What follows belongs to an exercise in optimizing a design on an open flow for small area; a production flow would make more cautious choices. Only simulation tests tie the RTL to the original design; equivalence was not proved. Power is estimated from default activity; no workload was simulated.

## the baseline
==> module fifo_row, before the edit <==
module fifo_row #(
    parameter WIDTH = 8
)(
    input   logic                       clk,
    input   logic                       i_we_n,      
    input   logic                       i_keep_n,    
    input   logic [WIDTH-1:0]           i_d,
    output  logic [WIDTH-1:0]           o_q
);
    always_ff @ (posedge clk)
        o_q <= ~(({WIDTH{i_we_n}} | i_d) & ({WIDTH{i_keep_n}} | o_q));
endmodule
==> module fifo_wdec, before the edit <==
module fifo_wdec (
    input   logic [5:0]                 i_ptr,
    input   logic                       i_en,
    output  logic [63:0]                o_we_n,
    output  logic [63:0]                o_keep_n
);
    always_comb begin
        for (int k = 0; k < 64; k++) begin
            o_we_n[k]   = ~(i_en & (i_ptr == k));
            o_keep_n[k] = i_en & (i_ptr == k);
        end
    end
endmodule
==> module fifo, before the edit <==
module fifo #(
    parameter WIDTH         = 32,
    parameter DEPTH         = 64
)(
    input   logic                       clk,
    input   logic                       i_push,
    input   logic [WIDTH-1:0]           i_wdata,
    input   logic                       i_pop,
    output  logic [WIDTH-1:0]           o_rdata,
    output  logic                       o_full,
    output  logic                       o_empty,
    input   logic                       rst_n
);
    localparam  PTR_W   = 6;
    logic [PTR_W:0]                 wptr, rptr;
    logic [WIDTH*64-1:0]            mem;
    logic                           same;
    assign same     = (wptr[PTR_W-1:0] == rptr[PTR_W-1:0]);
    assign o_full   = same & (wptr[PTR_W] ^ rptr[PTR_W]);
    assign o_empty  = same & ~(wptr[PTR_W] ^ rptr[PTR_W]);
    logic                           wen, ren;
    assign wen      = i_push & ~o_full;
    assign ren      = i_pop & ~o_empty;
    logic                           phase;
    always_ff @ (posedge clk, negedge rst_n) begin
        if (~rst_n) phase <= 1'b0;
        else        phase <= ~phase;
    end
    logic [WIDTH-1:0]               wdata;
    assign wdata    = i_wdata ^ {WIDTH{phase}};
    logic [63:0]                    we_n, keep_n;
    fifo_wdec u_wdec (.i_ptr(wptr[PTR_W-1:0]), .i_en(wen), .o_we_n(we_n), .o_keep_n(keep_n));
    genvar i;
    generate
        for (i = 0; i < 64; i++) begin : g_row
            fifo_row #(.WIDTH(WIDTH)) u_row (
                .clk    (clk),
                .i_we_n   (we_n[i]),
                .i_keep_n (keep_n[i]),
                .i_d      (wdata),
                .o_q    (mem[i*WIDTH +: WIDTH])
            );
        end
    endgenerate
    logic [7:0]                     rlo_n, rhi_n;
    always_comb begin
        for (int k = 0; k < 8; k++) begin
            rlo_n[k] = (rptr[2:0] != k);
            rhi_n[k] = (rptr[5:3] != k);
        end
    end
    logic [8*WIDTH-1:0]             part;
    generate
        for (i = 0; i < 8; i++) begin : g_grp
            fifo_sel8 #(.WIDTH(WIDTH)) u_sel (
                .i_sel_n(rlo_n),
                .i_d    (mem[i*8*WIDTH +: 8*WIDTH]),
                .o_y    (part[i*WIDTH +: WIDTH])
            );
        end
    endgenerate
    logic [WIDTH-1:0]               rdata;
    fifo_sel8 #(.WIDTH(WIDTH)) u_sel_top (.i_sel_n(rhi_n), .i_d(part), .o_y(rdata));
    assign o_rdata  = rdata ^ {WIDTH{phase}};
    always_ff @ (posedge clk, negedge rst_n) begin
        if (~rst_n)     wptr <= '0;
        else if (wen)   wptr <= wptr + 1'b1;
    end
    always_ff @ (posedge clk, negedge rst_n) begin
        if (~rst_n)     rptr <= '0;
        else if (ren)   rptr <= rptr + 1'b1;
    end
endmodule
clock: 10.0 ns
lec_check: 0
cap_margin: 20
core_margin: 2
core_utilization: 40
cts_buf_list: sky130_fd_sc_hd__clkbuf_16
cts_cluster_diameter: 100
cts_cluster_size: 24
slew_margin: 20
synth_hierarchical: 1
synth_minimum_keep_size: 0
standard.sh (not shown) runs the stock make flow with config.mk's settings and CLKGATE_MAP_FILE= SYNTH_SCRIPT=/design/flow/synth_recipe.tcl, a recipe that flattens the netlist after the stock synthesis.
==> flow/flow/run.sh <==
#!/bin/bash
# Standard layout, with one extra step after placement-time resizing: every
# logic cell and register is set to the smallest drive strength of its own
# function, and the port buffers to buf_1 (the later repair steps upsize
# whatever then needs it). Each tool's output goes to a log of its own.
set -euo pipefail
R=orfs/results/${FLOW_PLATFORM}/uart_fifo_top/base
bash standard.sh synth > synth.log 2>&1
bash standard.sh 3_4_place_resized > place.log 2>&1
RESULTS=$R openroad -no_init -exit flow/downsize.tcl > downsize.log 2>&1
bash standard.sh finish > finish.log 2>&1
==> flow/flow/downsize.tcl <==
# Set every logic cell and register of the placed design to the smallest
# cell of the same function (same name but the drive-strength suffix), and
# the port buffers to buf_1.
set odb $::env(RESULTS)/3_4_place_resized.odb
read_db $odb
set db [ord::get_db]
set block [ord::get_db_block]
set skip {^sky130_fd_sc_hd__(tap|fill|decap|diode|conb|clk|buf|inv|dly|lpflow|probe)}
set saved 0
set n 0
foreach inst [$block getInsts] {
    set m [$inst getMaster]
    set name [$m getName]
    set iname [$inst getName]
    if {[regexp {^(input|output)[0-9]+$} $iname] && [regexp {^sky130_fd_sc_hd__(buf|clkbuf|clkdlybuf4s[0-9]+)_[0-9]+$} $name]} {
        set best [$db findMaster sky130_fd_sc_hd__buf_1]
    } elseif {[regexp $skip $name]} {
        continue
    } elseif {[regexp {^(sky130_fd_sc_hd__\w+?)_(\d+)$} $name -> fam drv]} {
        set best $m
        foreach d {0 1 2} {
            set c [$db findMaster ${fam}_$d]
            if {$c ne "NULL" && $c ne "" && [$c getWidth] < [$best getWidth]} {
                set best $c
            }
        }
    } else {
        continue
    }
    if {[$best getName] ne $name} {
        set saved [expr {$saved + [$m getWidth] - [$best getWidth]}]
        incr n
        puts "swap $iname $name -> [$best getName]"
        $inst swapMaster $best
    }
}
puts "downsized $n instances, width saved [expr {$saved / 1000.0}] um"
write_db $odb
The baseline went all the way through synthesis, placement and routing and the layout is clean on timing, DRC and antenna.
Edits applied to the flow inputs when going from the baseline to the candidate:
--- a/flow/design.v
+++ b/flow/design.v
@@ -3,22 +3,22 @@
 )(
     input   logic                       clk,
-    input   logic                       i_we_n,      
-    input   logic                       i_keep_n,    
+    input   logic                       i_we,
+    input   logic                       i_keep,
     input   logic [WIDTH-1:0]           i_d,
     output  logic [WIDTH-1:0]           o_q
 );
     always_ff @ (posedge clk)
-        o_q <= ~(({WIDTH{i_we_n}} | i_d) & ({WIDTH{i_keep_n}} | o_q));
+        o_q <= ({WIDTH{i_we}} & i_d) | ({WIDTH{i_keep}} & o_q);
 endmodule
 module fifo_wdec (
     input   logic [5:0]                 i_ptr,
     input   logic                       i_en,
-    output  logic [63:0]                o_we_n,
-    output  logic [63:0]                o_keep_n
+    output  logic [63:0]                o_we,
+    output  logic [63:0]                o_keep
 );
     always_comb begin
         for (int k = 0; k < 64; k++) begin
-            o_we_n[k]   = ~(i_en & (i_ptr == k));
-            o_keep_n[k] = i_en & (i_ptr == k);
+            o_we[k]   = i_en & (i_ptr == k);
+            o_keep[k] = ~(i_en & (i_ptr == k));
         end
     end
@@ -64,13 +64,6 @@
     assign wen      = i_push & ~o_full;
     assign ren      = i_pop & ~o_empty;
-    logic                           phase;
-    always_ff @ (posedge clk, negedge rst_n) begin
-        if (~rst_n) phase <= 1'b0;
-        else        phase <= ~phase;
-    end
-    logic [WIDTH-1:0]               wdata;
-    assign wdata    = i_wdata ^ {WIDTH{phase}};
-    logic [63:0]                    we_n, keep_n;
-    fifo_wdec u_wdec (.i_ptr(wptr[PTR_W-1:0]), .i_en(wen), .o_we_n(we_n), .o_keep_n(keep_n));
+    logic [63:0]                    we, keep;
+    fifo_wdec u_wdec (.i_ptr(wptr[PTR_W-1:0]), .i_en(wen), .o_we(we), .o_keep(keep));
     genvar i;
     generate
@@ -78,7 +71,7 @@
             fifo_row #(.WIDTH(WIDTH)) u_row (
                 .clk    (clk),
-                .i_we_n   (we_n[i]),
-                .i_keep_n (keep_n[i]),
-                .i_d      (wdata),
+                .i_we   (we[i]),
+                .i_keep (keep[i]),
+                .i_d    (i_wdata),
                 .o_q    (mem[i*WIDTH +: WIDTH])
             );
@@ -102,7 +95,5 @@
         end
     endgenerate
-    logic [WIDTH-1:0]               rdata;
-    fifo_sel8 #(.WIDTH(WIDTH)) u_sel_top (.i_sel_n(rhi_n), .i_d(part), .o_y(rdata));
-    assign o_rdata  = rdata ^ {WIDTH{phase}};
+    fifo_sel8 #(.WIDTH(WIDTH)) u_sel_top (.i_sel_n(rhi_n), .i_d(part), .o_y(o_rdata));
     always_ff @ (posedge clk, negedge rst_n) begin
         if (~rst_n)     wptr <= '0;
Notes after the runs:
The wire length on met2 in the candidate sits 5.5% below the value recorded for the baseline. Against the baseline as the reference, the candidate delivers a lower clock power share. The baseline → the candidate: via-per-instance ratio moved up, final clock period utilization by the worst path moved down, sequential cell count level. Against the baseline, the candidate comes in about 18% lower on highest fanout seen on the critical path. Compared with the baseline, the candidate shows minimum period implied by the final worst setup slack lower by 0.64 ns. Compare the candidate and the baseline | total length of routed met3 wires higher: the candidate. Compared with the baseline, the candidate shows a cell area that is about 4% higher. Taking the baseline as the reference, in the candidate overall fraction of global-route tracks in use now larger, hold slack now larger, multiplexer area fraction after synthesis now larger, non-filler instance count after layout now smaller.

-- what the ideal ports hide --
The flow's constraints put no driver on any port. The routed layouts listed below were extracted and timed again, unchanged, in two steps. Step 1, drivers: a clkbuf_16 drives clk and a buf_2 each remaining input, both assumed. Step 2 moves the port delays by t, midway between the first and last clock arrival at a register: inputs arrive t later, outputs are due t later. That takes back most of the time a late clock gives input paths. Three values: ideal, step 1, step 2; two values: the first two.
run | shift t [ns] | setup slack, ns | hold WS [ns] | worst setup path after step 2
the baseline | 0.740 | 2.958 / 2.892 / 3.631 | 0.449 / 0.449 / 0.449 | register to output
the candidate | 0.750 | 3.599 / 3.528 / 4.278 | 0.457 / 0.457 / 0.457 | register to output
After both steps setup and hold are still met in every run listed.
